This is an optimization exercise on Yosys and OpenROAD, whose aim is small area, a short achievable clock period and few clock cycles per item, not a production implementation. At most, simulation tests tie the RTL to the original design; equivalence was not proved.

==> module tinyenc, before the edit <==
module tinyenc
#(
  parameter        SHL   =  4,
  parameter        SHR   =  5
)
(
   input     [15:0] delta,
   input     [ 2:0] round,
   input     [31:0] kh,
   input            g,
  output            valid,
  output     [31:0] rdata,
   input     [31:0] wdata,
   input            write,
   input            clk, rstb
);
reg        busy, wt;
reg [ 6:0] c;             
reg [15:0] p, q, sum;
assign valid = ~busy;
assign rdata = {q, p};
wire        step = busy & ~wt;
wire        rend = step & g;                  
wire [ 6:0] mask = ~(7'h7f << round);          
wire        last = &(c | ~mask);
wire [15:0] ka = kh[15:0];
wire [15:0] kb = kh[31:16];
function [15:0] add16;
  input [15:0] a, b;
  input        ci;
  integer i, l;
  reg [15:0] g, p, g2, p2, x;
  begin
    x = a ^ b;
    g = a & b;
    p = x;
    g[0] = g[0] | (p[0] & ci);
    for (l = 0; l < 4; l = l + 1) begin
      g2 = g;
      p2 = p;
      for (i = 0; i < 16; i = i + 1)
        if ((i >> l) & 1) begin
          g2[i] = g[i] | (p[i] & g[((i >> l) << l) - 1]);
          p2[i] = p[i] & p[((i >> l) << l) - 1];
        end
      g = g2;
      p = p2;
    end
    add16 = x ^ {g[14:0], ci};
  end
endfunction
wire [15:0] f  = add16(q << SHL, ka, 1'b0) ^ add16(q, sum, 1'b0) ^ add16(q >> SHR, kb, 1'b0);
always @(negedge rstb or posedge clk) begin
  if (~rstb) busy <= 1'b0;
  else if (~busy) busy <= write;
  else if (rend & last) busy <= 1'b0;
end
always @(posedge clk) begin
  wt  <= ~busy & ~g;
  c   <= busy ? c + {6'd0, rend} : 7'd0;
  sum <= busy ? sum + (rend ? delta : 16'd0) : delta;
  if (~busy) begin
    if (write) begin
      p <= wdata[15:0];
      q <= wdata[31:16];
    end
  end
  else if (step) begin
    p <= q;
    q <= add16(p, f, 1'b0);
  end
end
endmodule
==> module tinydec, before the edit <==
module tinydec
#(
  parameter        SHL   =  4,
  parameter        SHR   =  5
)
(
   input     [15:0] delta,
   input     [ 2:0] round,
   input     [31:0] kh,
   input            g,
  output            valid,
  output     [31:0] rdata,
   input     [31:0] wdata,
   input            write,
   input            clk, rstb
);
reg        busy, wt;
reg [ 6:0] c;             
reg [15:0] p, q, sum;
assign valid = ~busy;
assign rdata = {p, q};
wire        step = busy & ~wt;
wire        rend = step & ~g;                 
wire [ 6:0] mask = ~(7'h7f << round);          
wire        last = &(c | ~mask);
wire [15:0] ka = kh[15:0];
wire [15:0] kb = kh[31:16];
function [15:0] add16;
  input [15:0] a, b;
  input        ci;
  integer i, l;
  reg [15:0] g, p, g2, p2, x;
  begin
    x = a ^ b;
    g = a & b;
    p = x;
    g[0] = g[0] | (p[0] & ci);
    for (l = 0; l < 4; l = l + 1) begin
      g2 = g;
      p2 = p;
      for (i = 0; i < 16; i = i + 1)
        if ((i >> l) & 1) begin
          g2[i] = g[i] | (p[i] & g[((i >> l) << l) - 1]);
          p2[i] = p[i] & p[((i >> l) << l) - 1];
        end
      g = g2;
      p = p2;
    end
    add16 = x ^ {g[14:0], ci};
  end
endfunction
wire [15:0] f  = add16(q << SHL, ka, 1'b0) ^ add16(q, sum, 1'b0) ^ add16(q >> SHR, kb, 1'b0);
always @(negedge rstb or posedge clk) begin
  if (~rstb) busy <= 1'b0;
  else if (~busy) busy <= write;
  else if (rend & last) busy <= 1'b0;
end
always @(posedge clk) begin
  wt  <= ~busy & g;
  c   <= busy ? c + {6'd0, rend} : 7'd0;
  sum <= busy ? sum - (rend ? delta : 16'd0) : delta << round;
  if (~busy) begin
    if (write) begin
      p <= wdata[31:16];
      q <= wdata[15:0];
    end
  end
  else if (step) begin
    p <= q;
    q <= add16(p, ~f, 1'b1);
  end
end
endmodule
==> module tea, before the edit <==
module tea (
   input        clk,
   input        rstb,
   input [15:0] delta,
   input [ 2:0] round,
   input [63:0] key,
   input        enc_write,
   input [31:0] enc_wdata,
  output        enc_valid,
  output [31:0] enc_rdata,
   input        dec_write,
   input [31:0] dec_wdata,
  output        dec_valid,
  output [31:0] dec_rdata
);
reg        g;
reg [31:0] kreg;
always @(negedge rstb or posedge clk) begin
  if (~rstb) g <= 1'b0;
  else       g <= ~g;
end
always @(posedge clk) begin
  kreg <= g ? key[31:0] : key[63:32];
end
tinyenc #(
  .SHL(4),
  .SHR(5)
)
u_enc (
  .delta(delta),
  .round(round),
  .kh(kreg),
  .g(g),
  .valid(enc_valid),
  .rdata(enc_rdata),
  .wdata(enc_wdata),
  .write(enc_write),
  .clk(clk), .rstb(rstb)
);
tinydec #(
  .SHL(4),
  .SHR(5)
)
u_dec (
  .delta(delta),
  .round(round),
  .kh(kreg),
  .g(g),
  .valid(dec_valid),
  .rdata(dec_rdata),
  .wdata(dec_wdata),
  .write(dec_write),
  .clk(clk), .rstb(rstb)
);
endmodule
export LEC_CHECK = 0
export ABC_AREA = 1
export CAP_MARGIN = 20
export CORE_MARGIN = 2
export CORE_UTILIZATION = 40
export SLEW_MARGIN = 20
create_clock -name core_clock -period 11.0 [get_ports {clk}]
standard.sh (not shown) runs the stock make flow with config.mk's settings and CLKGATE_MAP_FILE= SYNTH_SCRIPT=/design/flow/synth_recipe.tcl, a recipe that flattens the netlist after the stock synthesis.
==> flow/flow/run.sh <==
#!/bin/bash
# Standard ORFS layout, with the port buffers made of buf_1 cells instead of
# the larger, slower cell buffer_ports picks by default.
set -o pipefail
export BUFFER_PORTS_ARGS="-buffer_cell sky130_fd_sc_hd__buf_1"
export SETUP_SLACK_MARGIN=7.0
bash standard.sh > standard.log 2>&1
Testbench counts at the start, summed over its fixed seeds: cycles 85,704, items 2,560.
Change:
--- a/flow/design.v
+++ b/flow/design.v
@@ -3,23 +3,25 @@
   parameter        SHL   =  4,
   parameter        SHR   =  5
 )
 (
    input     [15:0] delta,
+   input     [15:0] dreg,
    input     [ 2:0] round,
    input     [31:0] kh,
    input            g,
   output            valid,
   output     [31:0] rdata,
    input     [31:0] wdata,
    input            write,
    input            clk, rstb
 );
-reg        busy, wt;
+reg        vld, wt;     
 reg [ 6:0] c;             
 reg [15:0] p, q, sum;
-assign valid = ~busy;
+wire       busy = ~vld;
+assign valid = vld;
 assign rdata = {q, p};
 wire        step = busy & ~wt;
 wire        rend = step & g;                  
 wire [ 6:0] mask = ~(7'h7f << round);          
 wire        last = &(c | ~mask);
@@ -49,18 +51,18 @@
     add16 = x ^ {g[14:0], ci};
   end
 endfunction
 wire [15:0] f  = add16(q << SHL, ka, 1'b0) ^ add16(q, sum, 1'b0) ^ add16(q >> SHR, kb, 1'b0);
 always @(negedge rstb or posedge clk) begin
-  if (~rstb) busy <= 1'b0;
-  else if (~busy) busy <= write;
-  else if (rend & last) busy <= 1'b0;
+  if (~rstb) vld <= 1'b1;
+  else if (vld) vld <= ~write;
+  else if (rend & last) vld <= 1'b1;
 end
 always @(posedge clk) begin
   wt  <= ~busy & ~g;
   c   <= busy ? c + {6'd0, rend} : 7'd0;
-  sum <= busy ? sum + (rend ? delta : 16'd0) : delta;
+  sum <= busy ? sum + (rend ? dreg : 16'd0) : delta;
   if (~busy) begin
     if (write) begin
       p <= wdata[15:0];
       q <= wdata[31:16];
     end
@@ -76,23 +78,25 @@
   parameter        SHL   =  4,
   parameter        SHR   =  5
 )
 (
    input     [15:0] delta,
+   input     [15:0] dreg,
    input     [ 2:0] round,
    input     [31:0] kh,
    input            g,
   output            valid,
   output     [31:0] rdata,
    input     [31:0] wdata,
    input            write,
    input            clk, rstb
 );
-reg        busy, wt;
+reg        vld, wt;     
 reg [ 6:0] c;             
 reg [15:0] p, q, sum;
-assign valid = ~busy;
+wire       busy = ~vld;
+assign valid = vld;
 assign rdata = {p, q};
 wire        step = busy & ~wt;
 wire        rend = step & ~g;                 
 wire [ 6:0] mask = ~(7'h7f << round);          
 wire        last = &(c | ~mask);
@@ -122,18 +126,18 @@
     add16 = x ^ {g[14:0], ci};
   end
 endfunction
 wire [15:0] f  = add16(q << SHL, ka, 1'b0) ^ add16(q, sum, 1'b0) ^ add16(q >> SHR, kb, 1'b0);
 always @(negedge rstb or posedge clk) begin
-  if (~rstb) busy <= 1'b0;
-  else if (~busy) busy <= write;
-  else if (rend & last) busy <= 1'b0;
+  if (~rstb) vld <= 1'b1;
+  else if (vld) vld <= ~write;
+  else if (rend & last) vld <= 1'b1;
 end
 always @(posedge clk) begin
   wt  <= ~busy & g;
   c   <= busy ? c + {6'd0, rend} : 7'd0;
-  sum <= busy ? sum - (rend ? delta : 16'd0) : delta << round;
+  sum <= busy ? sum - (rend ? dreg : 16'd0) : delta << round;
   if (~busy) begin
     if (write) begin
       p <= wdata[31:16];
       q <= wdata[15:0];
     end
@@ -159,23 +163,26 @@
   output        dec_valid,
   output [31:0] dec_rdata
 );
 reg        g;
 reg [31:0] kreg;
+reg [15:0] dreg;    
 always @(negedge rstb or posedge clk) begin
   if (~rstb) g <= 1'b0;
   else       g <= ~g;
 end
 always @(posedge clk) begin
   kreg <= g ? key[31:0] : key[63:32];
+  dreg <= delta;
 end
 tinyenc #(
   .SHL(4),
   .SHR(5)
 )
 u_enc (
   .delta(delta),
+  .dreg(dreg),
   .round(round),
   .kh(kreg),
   .g(g),
   .valid(enc_valid),
   .rdata(enc_rdata),
@@ -187,10 +194,11 @@
   .SHL(4),
   .SHR(5)
 )
 u_dec (
   .delta(delta),
+  .dreg(dreg),
   .round(round),
   .kh(kreg),
   .g(g),
   .valid(dec_valid),
   .rdata(dec_rdata),
Effect: Count of clock-buffer cells in the layout is higher by 3. Worst hold slack is worse by 0.043 ns. Synthesized cell count is higher by 2.2%. Final area is higher by 0.74%. Non-clock buffer count is lower by 14. Utilization is lower by 1.1 points. Fmax is higher by 1.6%. Wire length hardly moves. Cell count is higher by 1.3%. Clock skew is lower by 0.0034 ns. Setup slack is better by 0.063 ns.
Function not checked in the second run of this note: the RTL went through the layout flow alone.

re-timing with driven ports:
In the flow no input, the clock included, has a driving cell. The finished layouts below were timed again as built, in two steps.
Step 1, drivers: a clkbuf_16 drives clk and a buf_2 each remaining input, both assumed.
Step 2 times the ports against the registers' clock, not the clock port: input delays grow and output delays shrink by t, the midpoint of the rising clock arrivals with the driver on.
Slacks: ideal ports / drivers / drivers and shift; pairs: ideal ports / drivers.
run	t, ns	setup slack, ns	worst data-port slew with drivers (ns)	pins driven straight from the clock port
the first run	0.479	7.113 / 7.113 / 6.677	0.06	1
the second run	0.496	7.176 / 7.144 / 6.997	0.05	1
After both steps every run listed still meets setup and hold. The setup slack of the first run, which loses most, moves by 0.000 ns with the drivers and by -0.436 ns with both steps.
